Source: an optimization exercise on an open RTL-to-GDS flow (aim: small area, a short achievable clock period and few clock cycles). Production flows keep margins and buffers that such runs may drop. Function was checked by simulation only, so behaviour that the tests miss may differ from the original. Power and IR drop assume default switching activity.

== exp/xenon ==
// SimpleCPU
module SimpleCPU(clk,rst,wrEn,data_fromRAM,addr_toRAM,data_toRAM,pCounter);
parameter SIZE = 13;
input clk,rst;
input wire [15:0] data_fromRAM;
output reg wrEn;
output reg [15:0] data_toRAM;
output reg [SIZE-1:0] addr_toRAM;
output reg [SIZE-1:0] pCounter;
localparam OP_ADD = 3'd0, OP_NAND = 3'd1, OP_SRL = 3'd2, OP_LT = 3'd3,
           OP_BZ = 3'd4, OP_CP2W = 3'd5, OP_CPFW = 3'd6, OP_MUL = 3'd7;
localparam S_P0 = 3'd0, S_P1 = 3'd1, S_P2 = 3'd2, S_P3 = 3'd3,
           S_I1 = 3'd4, S_I2 = 3'd5, S_BT = 3'd6, S_MW = 3'd7;
reg [2:0] state, stateNxt;
reg [2:0] op1, op1Nxt, op2, op2Nxt;
reg ind1, ind1Nxt;
reg [12:0] arNxt, pcNxt;
reg weNxt;
reg [15:0] W, WNxt;
reg [15:0] opnd, acc;
reg aV, aVNxt, dV, xV;
reg [2:0] aOp, aOpNxt, dOpT, xOp;
reg mBusy;
wire [15:0] d = data_fromRAM;
wire [2:0] dOp = d[15:13];
wire dZero = ~|d[12:0];
wire wZ = ~|W;
wire [12:0] pcInc = pCounter + 13'd1;
function isALU;
    input [2:0] o;
    isALU = (o != OP_BZ) && (o != OP_CPFW);
endfunction
reg xMul, xLT;
reg [3:0] xSel;    
wire mFirst = xMul;
wire inMul = mFirst | mBusy;
wire [15:0] mAcc = mFirst ? 16'd0 : acc;
wire [15:0] pp0 = W & {16{opnd[0]}};
wire [15:0] pp1 = {W[14:0], 1'b0} & {16{opnd[1]}};
wire [15:0] csS = mAcc ^ pp0 ^ pp1;
wire [15:0] csC = (mAcc & pp0) | (mAcc & pp1) | (pp0 & pp1);
wire [15:0] mBRest = opnd >> 2;
wire [15:0] mWRest = W << 2;
wire mDone = ~|mBRest | ~|mWRest;
wire isLT = xLT;
wire [15:0] addA = inMul ? csS : W;
wire [15:0] addB = inMul ? {csC[14:0], 1'b0} : opnd ^ {16{isLT}};
wire addC = ~inMul & isLT;
wire [16:0] sum = {1'b0, addA} + {1'b0, addB} + {16'd0, addC};
wire [3:0] sh = opnd[3:0];
wire shLeft = opnd[4];
wire shZero = (|opnd[15:5]) | (shLeft & ~|sh);
wire [15:0] shIn, shOut, shRes;
genvar k;
generate for (k = 0; k < 16; k = k + 1) begin : rev
    assign shIn[k] = shLeft ? W[15-k] : W[k];
    assign shRes[k] = shLeft ? shOut[15-k] : shOut[k];
end endgenerate
assign shOut = shIn >> sh;
wire [15:0] addRes = xLT ? {15'd0, ~sum[16]} : sum[15:0];
wire mulEnd = inMul & mDone;
always @(*) begin
    WNxt = ({16{xSel[0] | mulEnd}} & addRes)
         | ({16{xSel[1]}} & ~(W & opnd))
         | ({16{xSel[2] & ~shZero}} & shRes)
         | ({16{xSel[3]}} & opnd)
  ...
clock: 10.0 ns
lec_check: 0
abc_area: 1
cap_margin: 20
core_margin: 2
core_utilization: 40
cts_buf_list: sky130_fd_sc_hd__clkbuf_8
place_density: 0.6
setup_slack_margin: 5
slew_margin: 20
standard.sh (not shown) runs the stock make flow with config.mk's settings and CLKGATE_MAP_FILE= SYNTH_SCRIPT=/design/flow/synth_recipe.tcl, a recipe that flattens the netlist after the stock synthesis.
==> flow/flow/run.sh <==
#!/bin/bash
# The standard layout (the standard.sh, standard synthesis unchanged), with
# buf_2 cells instead of the default port buffers and timing repair aimed at a
# setup slack of 6.5 ns; make's output goes to standard.log and each ORFS step
# logs under orfs/logs/.
export BUFFER_PORTS_ARGS="-buffer_cell sky130_fd_sc_hd__buf_2"
bash standard.sh SETUP_SLACK_MARGIN=6.5 finish > standard.log 2>&1
Testbench counts of exp/xenon, summed over its fixed seeds: cycles 671,040.
Setup changes, exp/xenon to exp/harbor
==> flow/flow/run.sh <==
#!/bin/bash
# The standard layout (the standard.sh, standard synthesis unchanged), with
# buf_2 cells instead of the default port buffers and timing repair aimed at a
# setup slack of 6.8 ns; make's output goes to standard.log and each ORFS step
# logs under orfs/logs/.
export BUFFER_PORTS_ARGS="-buffer_cell sky130_fd_sc_hd__buf_2"
bash standard.sh SETUP_SLACK_MARGIN=6.8 finish > standard.log 2>&1
diff --git a/flow/config.mk b/flow/config.mk
--- a/flow/config.mk
+++ b/flow/config.mk
@@ -9,7 +9,7 @@
 export CAP_MARGIN = 20
 export CORE_MARGIN = 2
-export CORE_UTILIZATION = 40
+export CORE_UTILIZATION = 55
 export CTS_BUF_LIST = sky130_fd_sc_hd__clkbuf_8
-export PLACE_DENSITY = 0.6
+export PLACE_DENSITY = 0.7
 export SETUP_SLACK_MARGIN = 5
 export SLEW_MARGIN = 20
--- outcome ---
exp/xenon closes out successfully: all stages finished, all timing, DRC and antenna checks passed.
exp/harbor did not stop at any stage, and its layout met the timing, DRC and antenna checks.
Changes observed in exp/harbor relative to exp/xenon: overall routing resource usage higher, core outline area lower.
[exp/harbor] wire length rose 1.3% relative to exp/xenon
Summary of exp/harbor over exp/xenon: portion of netlist area occupied by mux cells neither gained nor lost much, wire length of the first global-routing pass dropped 3.7%, depth of the CTS H-tree shows no meaningful change.
What exp/amber does differently from exp/harbor at the input level:
diff --git a/flow/config.mk b/flow/config.mk
--- a/flow/config.mk
+++ b/flow/config.mk
@@ -9,7 +9,7 @@
 export CAP_MARGIN = 20
 export CORE_MARGIN = 2
-export CORE_UTILIZATION = 55
+export CORE_UTILIZATION = 40
 export CTS_BUF_LIST = sky130_fd_sc_hd__clkbuf_8
-export PLACE_DENSITY = 0.7
+export PLACE_DENSITY = 0.6
 export SETUP_SLACK_MARGIN = 5
 export SLEW_MARGIN = 20
[summary]
exp/amber can be clocked slower than exp/harbor.
Sort exp/harbor and exp/amber by design area, ascending, and exp/harbor comes first.
exp/amber against exp/harbor: core utilization lost 17 points; final-stage net count stayed essentially flat; adder-cell share of the synthesized area has remained practically unchanged; total of fill cells in the finished design climbed 630.
Relative contribution of combinational cells to total power was higher in exp/harbor than in exp/amber.
exp/amber vs exp/harbor, standard cell with the maximum stage delay on the critical path: nand4_1 vs dfxtp_1
The part of the cycle the worst path needs of exp/amber exceeds that of exp/harbor by 0.59 points.
Sort exp/harbor and exp/amber by count of cell instances traversed by the critical path, ascending, and exp/harbor comes first.
Wire length, exp/harbor and exp/amber: larger value in exp/amber
Re final critical-path setup slack: exp/harbor was higher than exp/amber.

[separate check: timing with driven ports]
The flow's constraints put no driver on any port. The routed layouts listed below were extracted and timed again, unchanged, in two steps.
Step 1 sets driving cells, clkbuf_16 on the clock port and buf_2 on the other inputs (assumed; they add their load-dependent delay and slew).
Step 2 adds t to the input delays and takes it off the output delays; t is the mean of the earliest and latest rising clock arrival at the registers after step 1. Input paths then give back, and output paths get back, about the clock's delay inside the block.
Slacks: ideal ports / drivers / drivers and shift; pairs: ideal ports / drivers.
run | t (ns) | setup slack, ns | latest minus earliest clock arrival (ns) | worst register clock-pin slew, ns | worst slew at a driven data input, ns
exp/xenon | 0.438 | 6.634 / 6.654 / 6.216 | 0.017 / 0.018 | 0.12 / 0.12 | 0.05
exp/harbor | 0.440 | 6.853 / 6.812 / 6.451 | 0.011 / 0.011 | 0.11 / 0.11 | 0.03
exp/amber | 0.440 | 6.794 / 6.776 / 6.373 | 0.019 / 0.019 | 0.12 / 0.12 | 0.05
After both steps setup and hold are still met in every run listed. The setup slack of exp/amber, which loses most, moves by -0.018 ns with the drivers and by -0.421 ns with both steps.
